From an optimization exercise on the open Yosys and OpenROAD flow, aimed at small area and a short achievable clock period; shortcuts taken in it are not production practice.
The RTL was checked by simulation tests, not by an equivalence proof against the original design.
No activity file was given, so power comes from the tool's default toggle rates.

==> run F: inputs <==
Design MIPS, start of the top module:
module MIPS(
    input clk,
    input rst,
    input [31:0] instr,
    input [31:0] mem_rdata,
    output [31:0] mem_addr,
    output [31:0] mem_wdata,
    output mem_we,
    output mem_re,
    output [31:0] direccion,
    output [31:0] palabra,
    output [31:0] leer_dato,
    output wr_en,
    output [31:0] wr_addr,
    output [31:0] wr_data
    );
export LEC_CHECK = 0
export CAP_MARGIN = 20
export CORE_MARGIN = 2
export CORE_UTILIZATION = 50
export CTS_BUF_LIST = sky130_fd_sc_hd__clkbuf_16
export CTS_CLUSTER_DIAMETER = 80
export CTS_CLUSTER_SIZE = 20
export PLACE_DENSITY = 0.65
export SETUP_SLACK_MARGIN = 4
export SLEW_MARGIN = 20
export SYNTH_HIERARCHICAL = 1
export SYNTH_MINIMUM_KEEP_SIZE = 0
create_clock -name core_clock -period 14.0 [get_ports {clk}]
standard.sh (not shown) runs the stock make flow with config.mk's settings and CLKGATE_MAP_FILE= SYNTH_SCRIPT=/design/flow/synth_recipe.tcl, a recipe that flattens the netlist after the stock synthesis.
==> flow/flow/run.sh <==
#!/bin/bash
# Layout flow: the standard flow (standard.sh: synthesis to finish),
# with the port buffers made from sky130_fd_sc_hd__buf_2 instead of ORFS's
# default buffer cell. Every input and output port still gets a buffer.
set -o pipefail
export BUFFER_PORTS_ARGS="-buffer_cell sky130_fd_sc_hd__buf_2"
cp standard.sh standard_sh_copy.log
bash standard.sh > standard_flow.log 2>&1
status=$?
tail -20 standard_flow.log
exit $status
==> run G (differences from run F) <==
--- a/flow/design.v
+++ b/flow/design.v
@@ -88,31 +88,14 @@
   rb_aoi22 u10(.a1(d[30]), .a2(s[30]), .b1(d[31]), .b2(s[31]), .y(n[10]));
   wire p0, p1, p2;
   rb_nand4 u11(.a(n[0]), .b(n[1]), .c(n[2]), .d(n[3]), .y(p0));
   rb_nand4 u12(.a(n[4]), .b(n[5]), .c(n[6]), .d(n[7]), .y(p1));
   rb_nand3 u13(.a(n[8]), .b(n[9]), .c(n[10]), .y(p2));
   rb_or3 u14(.a(p0), .b(p1), .c(p2), .y(y));
 endmodule
-module rb_dec5(input [4:0] a, output [31:0] y);
-  genvar k;
-  generate
-    for (k = 0; k < 32; k = k + 1) begin : d
-      assign y[k] = (a == k);
-    end
-  endgenerate
-endmodule
-module rb_wdec(input [4:0] a, input we, input rst, output [31:0] en, output [31:0] hold);
-  genvar k;
-  generate
-    for (k = 0; k < 32; k = k + 1) begin : d
-      assign en[k]   = rst | (we & (a == k));
-      assign hold[k] = ~(rst | (we & (a == k)));
-    end
-  endgenerate
-endmodule
 `timescale 1ns / 1ps
 module SignExtend_16X32(
     input [15:0] Input_16,
     output [31:0] Output_32
     );
 	 assign Output_32 = {{16{Input_16[15]}},Input_16[15:0]};
 endmodule
@@ -126,83 +109,15 @@
 `timescale 1ns / 1ps
 module Shifter_2(
     input [31:0] Input,
     output [31:0] Output
     );
 	 assign Output = Input ;
 endmodule
-module ks_xor(input a, input b, output y);
-  assign y = a ^ b;
-endmodule
-module ks_pa(input gh, input ph, input gl, input pl, output gn, output pn);
-  assign gn = ~(gh | (ph & gl));
-  assign pn = ~(ph & pl);
-endmodule
-module ks_pb(input ghn, input phn, input gln, input pln, output g, output p);
-  assign g = ~(ghn & (phn | gln));
-  assign p = ~(phn | pln);
-endmodule
-module ks_ga(input gh, input ph, input gl, output gn);
-  assign gn = ~(gh | (ph & gl));
-endmodule
-module ks_gb(input ghn, input phn, input gln, output g);
-  assign g = ~(ghn & (phn | gln));
-endmodule
-module ks_inv(input a, output y);
-  assign y = ~a;
-endmodule
-module ks_carry32(input [31:0] p, input [31:0] g, output [31:0] cn);
-  genvar i;
-  wire [31:0] g1, p1, g2, p2, g3, p3, g4, p4, g5;
-  generate
-    for (i = 0; i < 32; i = i + 1) begin : l1
-      if (i >= 1) begin : c
-        ks_pa u(.gh(g[i]), .ph(p[i]), .gl(g[i-1]), .pl(p[i-1]), .gn(g1[i]), .pn(p1[i]));
-      end else begin : t
-        ks_inv ug(.a(g[i]), .y(g1[i]));
-        assign p1[i] = 1'b1;
-      end
-    end
-    for (i = 0; i < 32; i = i + 1) begin : l2
-      if (i >= 2) begin : c
-        ks_pb u(.ghn(g1[i]), .phn(p1[i]), .gln(g1[i-2]), .pln(p1[i-2]), .g(g2[i]), .p(p2[i]));
-      end else begin : t
-        ks_inv ug(.a(g1[i]), .y(g2[i]));
-        assign p2[i] = 1'b0;
-      end
-    end
-    for (i = 0; i < 32; i = i + 1) begin : l3
-      if (i >= 4) begin : c
-        ks_pa u(.gh(g2[i]), .ph(p2[i]), .gl(g2[i-4]), .pl(p2[i-4]), .gn(g3[i]), .pn(p3[i]));
-      end else begin : t
-        ks_inv ug(.a(g2[i]), .y(g3[i]));
-        assign p3[i] = 1'b1;
-      end
-    end
-    for (i = 0; i < 32; i = i + 1) begin : l4
-      if (i >= 8) begin : c
-        ks_pb u(.ghn(g3[i]), .phn(p3[i]), .gln(g3[i-8]), .pln(p3[i-8]), .g(g4[i]), .p(p4[i]));
-      end else begin : t
-        ks_inv ug(.a(g3[i]), .y(g4[i]));
-        assign p4[i] = 1'b0;
-      end
-    end
-    for (i = 0; i < 32; i = i + 1) begin : l5
-      if (i >= 16) begin : c
-        ks_ga u(.gh(g4[i]), .ph(p4[i]), .gl(g4[i-16]), .gn(g5[i]));
-      end else begin : t
-        ks_inv ug(.a(g4[i]), .y(g5[i]));
-      end
-    end
-  endgenerate
-  assign cn = g5;
-endmodule
-module ks_cmux(input s, input a, input b, output y);
-  assign y = s ? b : a;
-endmodule
+`timescale 1ns / 1ps
 module ALU(
    input [31:0] a,
     input [31:0] b,
     input [3:0] ctrl,
     output zero,
     output reg [31:0] result
     );
@@ -308,96 +223,68 @@
   wire f_and = AluOp1 & (fn == 6'b100100);
   wire f_or  = AluOp1 & (fn == 6'b100101);
   wire f_slt = AluOp1 & (fn == 6'b101010);
   wire s_add = f_add | (~AluOp1 & ~Branch);
   wire s_sub = f_sub | Branch;
   reg [31:0] R [0:31];
   reg [31:0] PC;
-  wire [31:0] sa [0:3];
-  wire [31:0] sb [0:3];
-  wire [31:0] wen [0:3];
-  wire [31:0] hold [0:3];
-  wire [4:0]  wa = RegDst ? rd : rt;
-  genvar gq;
-  generate
-    for (gq = 0; gq < 4; gq = gq + 1) begin : dq
-      rb_dec5 da(.a(rs), .y(sa[gq]));
-      rb_dec5 db(.a(rt), .y(sb[gq]));
-      rb_wdec dw(.a(wa), .we(RegWrite), .rst(rst), .en(wen[gq]), .hold(hold[gq]));
+  reg [31:0] sa, sb;
+  integer k;
+  always @* begin
+    for (k = 0; k < 32; k = k + 1) begin
+      sa[k] = (rs == k[4:0]);
+      sb[k] = (rt == k[4:0]);
     end
-  endgenerate
+  end
   wire [31:0] A, Rt;
   genvar gb, gr;
   generate
     for (gb = 0; gb < 32; gb = gb + 1) begin : rdbit
       wire [31:0] col;
       for (gr = 0; gr < 32; gr = gr + 1) begin : rdreg
         assign col[gr] = R[gr][gb];
       end
-      rb_mux32 ma(.d(col), .s(sa[gb/8]), .y(A[gb]));
-      rb_mux32 mb(.d(col), .s(sb[gb/8]), .y(Rt[gb]));
+      rb_mux32 ma(.d(col), .s(sa), .y(A[gb]));
+      rb_mux32 mb(.d(col), .s(sb), .y(Rt[gb]));
     end
   endgenerate
-  wire sub  = s_sub | f_slt;
-  wire selE = AluSrc;
-  wire selP = ~AluSrc & ~sub;
-  wire selN = ~AluSrc & sub;
-  wire [31:0] xr, xe;
-  genvar gx;
-  generate
-    for (gx = 0; gx < 32; gx = gx + 1) begin : px
-      ks_xor ur(.a(A[gx]), .b(Rt[gx]), .y(xr[gx]));
-      ks_xor ue(.a(A[gx]), .b(ext[gx]), .y(xe[gx]));
-    end
-  endgenerate
-  wire [31:0] p = ({32{selE}} & xe) | ({32{selP}} & xr) | ({32{selN}} & ~xr);
-  wire [31:0] g;
-  assign g[31:1] = ({31{selE}} & A[31:1] & ext[31:1]) |
-                   ({31{selP}} & A[31:1] & Rt[31:1]) |
-                   ({31{selN}} & A[31:1] & ~Rt[31:1]);
-  assign g[0] = (selE & A[0] & ext[0]) | (selP & A[0] & Rt[0]) | (selN & (A[0] | ~Rt[0]));
-  wire [31:0] cn;    
-  ks_carry32 cy(.p(p), .g(g), .cn(cn));
-  wire sa_ = s_add | s_sub;
-  wire [31:0] X  = ({32{f_and}} & (A & Rt)) | ({32{f_or}} & (A | Rt));
-  wire [31:0] Xw = X | ({32{MemRead}} & mem_rdata);
-  wire sw_ = sa_ & ~MemtoReg;
-  wire [31:0] r0 = X  | ({32{sa_}} & p);     
-  wire [31:0] r1 = X  | ({32{sa_}} & ~p);    
-  wire [31:0] w0 = Xw | ({32{sw_}} & p);
-  wire [31:0] w1 = Xw | ({32{sw_}} & ~p);
-  wire y0  = X[0]  | (sa_ & (p[0] ^ sub));
-  wire yw0 = Xw[0] | (sw_ & (p[0] ^ sub));
-  wire [31:0] result, WriteData;
-  ks_cmux mr0(.s(cn[31]), .a(y0),  .b(y0 | f_slt),  .y(result[0]));
-  ks_cmux mw0(.s(cn[31]), .a(yw0), .b(yw0 | f_slt), .y(WriteData[0]));
-  generate
-    for (gx = 1; gx < 32; gx = gx + 1) begin : rs_
-      ks_cmux mr(.s(cn[gx-1]), .a(r1[gx]), .b(r0[gx]), .y(result[gx]));
-      ks_cmux mw(.s(cn[gx-1]), .a(w1[gx]), .b(w0[gx]), .y(WriteData[gx]));
-    end
-  endgenerate
-  wire eq = ~|xr;
+  wire [31:0] B  = AluSrc ? ext : Rt;
+  wire [31:0] Bx = B ^ {32{s_sub | f_slt}};
+  wire [32:0] sum = {1'b0, A} + {1'b0, Bx} + {32'b0, s_sub | f_slt};
+  wire [31:0] result = ({32{s_add | s_sub}} & sum[31:0]) |
+                       ({32{f_and}} & (A & Rt)) |
+                       ({32{f_or}}  & (A | Rt)) |
+                       {31'b0, f_slt & ~sum[32]};
+  wire eq = (A == Rt);
+  wire [31:0] WriteData = MemtoReg ? (MemRead ? mem_rdata : 32'b0) : result;
+  wire [4:0]  wa = RegDst ? rd : rt;
   wire [31:0] pc4 = PC + 32'd4;
   wire [31:0] pcb = pc4 + ext;
   wire [31:0] npc = J ? {{6{instr[25]}}, instr[25:0]} : ((Branch & eq) ? pcb : pc4);
   always @(posedge clk) begin
     if (rst) PC <= 32'b0;
     else PC <= npc;
   end
   wire [31:0] wdm = WriteData & {32{~rst}};
+  reg  [31:0] wen, hold;
+  integer i;
+  always @* begin
+    for (i = 0; i < 32; i = i + 1) begin
+      wen[i]  = rst | (RegWrite & (wa == i[4:0]));
+      hold[i] = ~wen[i];
+    end
+  end
   wire [31:0] nxt [0:31];
   generate
     for (gr = 0; gr < 32; gr = gr + 1) begin : wrreg
       for (gb = 0; gb < 32; gb = gb + 1) begin : wrbit
-        rb_ao22 u(.a1(wen[gb/8][gr]), .a2(wdm[gb]), .b1(hold[gb/8][gr]), .b2(R[gr][gb]), .y(nxt[gr][gb]));
+        rb_ao22 u(.a1(wen[gr]), .a2(wdm[gb]), .b1(hold[gr]), .b2(R[gr][gb]), .y(nxt[gr][gb]));
       end
     end
   endgenerate
-  integer i;
   always @(posedge clk) begin
     for (i = 0; i < 32; i = i + 1)
       R[i] <= nxt[i];
   end
   assign mem_addr  = result;
   assign mem_wdata = Rt;
   assign mem_we    = MemWrite;
==> flow/run.sh (new file) <==
#!/bin/bash
# synth_recipe.tcl (not shown) runs the flow's synth.tcl, then flattens the netlist and writes it again
# the make line also repeats each setting of config.mk as NAME=value (left out here)
make -C /OpenROAD-flow-scripts/flow DESIGN_CONFIG=/design/flow/config.mk WORK_HOME=/design/flow/orfs CLKGATE_MAP_FILE= SYNTH_SCRIPT=/design/flow/synth_recipe.tcl finish
Settings changed: CTS_BUF_LIST sky130_fd_sc_hd__clkbuf_16 to default, CTS_CLUSTER_DIAMETER 80 to default, CTS_CLUSTER_SIZE 20 to default, SETUP_SLACK_MARGIN 4 to 5.
removed: flow/flow/run.sh
removed: flow/standard.sh
==> run R (differences from run F) <==
--- a/flow/design.v
+++ b/flow/design.v
@@ -146,16 +146,27 @@
 endmodule
 module ks_gb(input ghn, input phn, input gln, output g);
   assign g = ~(ghn & (phn | gln));
 endmodule
 module ks_inv(input a, output y);
   assign y = ~a;
 endmodule
-module ks_carry32(input [31:0] p, input [31:0] g, output [31:0] cn);
+module ks_add32(input [31:0] a, input [31:0] b, input cin, output [31:0] s, output co);
+  wire [31:0] p, g;
   genvar i;
+  generate
+    for (i = 0; i < 32; i = i + 1) begin : pg
+      ks_xor x(.a(a[i]), .b(b[i]), .y(p[i]));
+      if (i == 0) begin : g0
+        assign g[i] = (a[i] & b[i]) | (a[i] & cin) | (b[i] & cin);
+      end else begin : gi
+        assign g[i] = a[i] & b[i];
+      end
+    end
+  endgenerate
   wire [31:0] g1, p1, g2, p2, g3, p3, g4, p4, g5;
   generate
     for (i = 0; i < 32; i = i + 1) begin : l1
       if (i >= 1) begin : c
         ks_pa u(.gh(g[i]), .ph(p[i]), .gl(g[i-1]), .pl(p[i-1]), .gn(g1[i]), .pn(p1[i]));
       end else begin : t
         ks_inv ug(.a(g[i]), .y(g1[i]));
@@ -190,18 +201,21 @@
       if (i >= 16) begin : c
         ks_ga u(.gh(g4[i]), .ph(p4[i]), .gl(g4[i-16]), .gn(g5[i]));
       end else begin : t
         ks_inv ug(.a(g4[i]), .y(g5[i]));
       end
     end
   endgenerate
-  assign cn = g5;
-endmodule
-module ks_cmux(input s, input a, input b, output y);
-  assign y = s ? b : a;
+  assign s[0] = p[0] ^ cin;
+  generate
+    for (i = 1; i < 32; i = i + 1) begin : sm
+      assign s[i] = ~(p[i] ^ g5[i-1]);
+    end
+  endgenerate
+  assign co = ~g5[31];
 endmodule
 module ALU(
    input [31:0] a,
     input [31:0] b,
     input [3:0] ctrl,
     output zero,
     output reg [31:0] result
@@ -333,54 +347,24 @@
       for (gr = 0; gr < 32; gr = gr + 1) begin : rdreg
         assign col[gr] = R[gr][gb];
       end
       rb_mux32 ma(.d(col), .s(sa[gb/8]), .y(A[gb]));
       rb_mux32 mb(.d(col), .s(sb[gb/8]), .y(Rt[gb]));
     end
   endgenerate
-  wire sub  = s_sub | f_slt;
-  wire selE = AluSrc;
-  wire selP = ~AluSrc & ~sub;
-  wire selN = ~AluSrc & sub;
-  wire [31:0] xr, xe;
-  genvar gx;
-  generate
-    for (gx = 0; gx < 32; gx = gx + 1) begin : px
-      ks_xor ur(.a(A[gx]), .b(Rt[gx]), .y(xr[gx]));
-      ks_xor ue(.a(A[gx]), .b(ext[gx]), .y(xe[gx]));
-    end
-  endgenerate
-  wire [31:0] p = ({32{selE}} & xe) | ({32{selP}} & xr) | ({32{selN}} & ~xr);
-  wire [31:0] g;
-  assign g[31:1] = ({31{selE}} & A[31:1] & ext[31:1]) |
-                   ({31{selP}} & A[31:1] & Rt[31:1]) |
-                   ({31{selN}} & A[31:1] & ~Rt[31:1]);
-  assign g[0] = (selE & A[0] & ext[0]) | (selP & A[0] & Rt[0]) | (selN & (A[0] | ~Rt[0]));
-  wire [31:0] cn;    
-  ks_carry32 cy(.p(p), .g(g), .cn(cn));
-  wire sa_ = s_add | s_sub;
-  wire [31:0] X  = ({32{f_and}} & (A & Rt)) | ({32{f_or}} & (A | Rt));
-  wire [31:0] Xw = X | ({32{MemRead}} & mem_rdata);
-  wire sw_ = sa_ & ~MemtoReg;
-  wire [31:0] r0 = X  | ({32{sa_}} & p);     
-  wire [31:0] r1 = X  | ({32{sa_}} & ~p);    
-  wire [31:0] w0 = Xw | ({32{sw_}} & p);
-  wire [31:0] w1 = Xw | ({32{sw_}} & ~p);
-  wire y0  = X[0]  | (sa_ & (p[0] ^ sub));
-  wire yw0 = Xw[0] | (sw_ & (p[0] ^ sub));
-  wire [31:0] result, WriteData;
-  ks_cmux mr0(.s(cn[31]), .a(y0),  .b(y0 | f_slt),  .y(result[0]));
-  ks_cmux mw0(.s(cn[31]), .a(yw0), .b(yw0 | f_slt), .y(WriteData[0]));
-  generate
-    for (gx = 1; gx < 32; gx = gx + 1) begin : rs_
-      ks_cmux mr(.s(cn[gx-1]), .a(r1[gx]), .b(r0[gx]), .y(result[gx]));
-      ks_cmux mw(.s(cn[gx-1]), .a(w1[gx]), .b(w0[gx]), .y(WriteData[gx]));
-    end
-  endgenerate
-  wire eq = ~|xr;
+  wire [31:0] B  = AluSrc ? ext : Rt;
+  wire [31:0] Bx = B ^ {32{s_sub | f_slt}};
+  wire [32:0] sum;
+  ks_add32 add(.a(A), .b(Bx), .cin(s_sub | f_slt), .s(sum[31:0]), .co(sum[32]));
+  wire [31:0] result = ({32{s_add | s_sub}} & sum[31:0]) |
+                       ({32{f_and}} & (A & Rt)) |
+                       ({32{f_or}}  & (A | Rt)) |
+                       {31'b0, f_slt & ~sum[32]};
+  wire eq = (A == Rt);
+  wire [31:0] WriteData = MemtoReg ? (MemRead ? mem_rdata : 32'b0) : result;
   wire [31:0] pc4 = PC + 32'd4;
   wire [31:0] pcb = pc4 + ext;
   wire [31:0] npc = J ? {{6{instr[25]}}, instr[25:0]} : ((Branch & eq) ? pcb : pc4);
   always @(posedge clk) begin
     if (rst) PC <= 32'b0;
     else PC <= npc;
   end
Settings changed: CTS_BUF_LIST sky130_fd_sc_hd__clkbuf_16 to default, CTS_CLUSTER_DIAMETER 80 to default, CTS_CLUSTER_SIZE 20 to default.
==> qor summary <==
Placed cell area: run G 53900 um2; run R 54600 um2; run F 55600 um2
Final design area excluding fillers: run G 61900 um2; run R 60500 um2; run F 58400 um2
Core region area: run G 96300 um2; run R 104000 um2; run F 106000 um2
Clock tree cell share of total cell area: run G 6.16%; run R 6.48%; run F 3.29%
Switching power share of the total: run G 39.1%; run R 41.0%; run F 43.0%
M1 WL: run G 90900 um; run R 94600 um; run F 92600 um
Clock network power share: run G 21.6%; run R 21.9%; run F 15.9%
Top routing layer used: run G met5; run R met4; run F met5
Number of tap cells added at floorplan: run G 1276; run R 1380; run F 1391
Clock edge transition at the registers on the reported setup and hold paths: run G 0.06 ns; run R 0.06 ns; run F 0.08 ns
Power in combinational cells: run G 5.72 mW; run R 5.13 mW; run F 4.98 mW
Number of standard-cell rows in the floorplan: run G 114; run R 118; run F 119
Number of iterations in the first detailed-routing pass: run G 14; run R 17; run F 17
Internal cell power: run G 8.78 mW; run R 8.55 mW; run F 7.31 mW
Worst skew pair latency: run G 0.75 ns; run R 0.73 ns; run F 0.69 ns
Clock Buffer Count: run G 158; run R 147; run F 71
Fillcell total: run G 7720; run R 9137; run F 9389
Top achievable clock speed: run G 93.0 MHz; run R 99.5 MHz; run F 99.9 MHz
Status: run G timing/DRC/antenna clean; run R timing/DRC/antenna clean; run F timing/DRC/antenna clean
Worst setup path end: run G wr_data[5]; run R wr_data[10]; run F wr_data[12]
HP Start: run G PC[0]; run R PC[0]; run F R[19][3]

static timing again, ports no longer ideal:
In the flow no input, the clock included, has a driving cell. The finished layouts below were timed again as built, in two steps. Step 1: set_driving_cell puts a clkbuf_16 on clk and a buf_2 on each other input, an assumption about the parent block. Step 2 moves the port delays by t, midway between the first and last clock arrival at a register: inputs arrive t later, outputs are due t later. That takes back most of the time a late clock gives input paths. Slacks: ideal ports / drivers / drivers and shift; pairs: ideal ports / drivers.
| run | shift t [ns] | setup slack, ns | hold slack, ns | clock arrival spread, ns | slew at the worst register clock pin (ns) |
|---|---|---|---|---|---|
| run F | 0.762 | 3.994 / 3.903 / 3.903 | 0.507 / 0.507 / 0.507 | 0.026 / 0.026 | 0.09 / 0.09 |
| run G | 0.809 | 3.250 / 3.185 / 3.185 | 0.496 / 0.496 / 0.496 | 0.050 / 0.050 | 0.07 / 0.07 |
| run R | 0.797 | 3.946 / 3.709 / 3.709 | 0.490 / 0.490 / 0.490 | 0.031 / 0.031 | 0.07 / 0.07 |
After both steps setup and hold are still met in every run listed. For run R, which loses most, drivers alone change the setup slack by -0.237 ns; drivers and shift together by -0.237 ns.
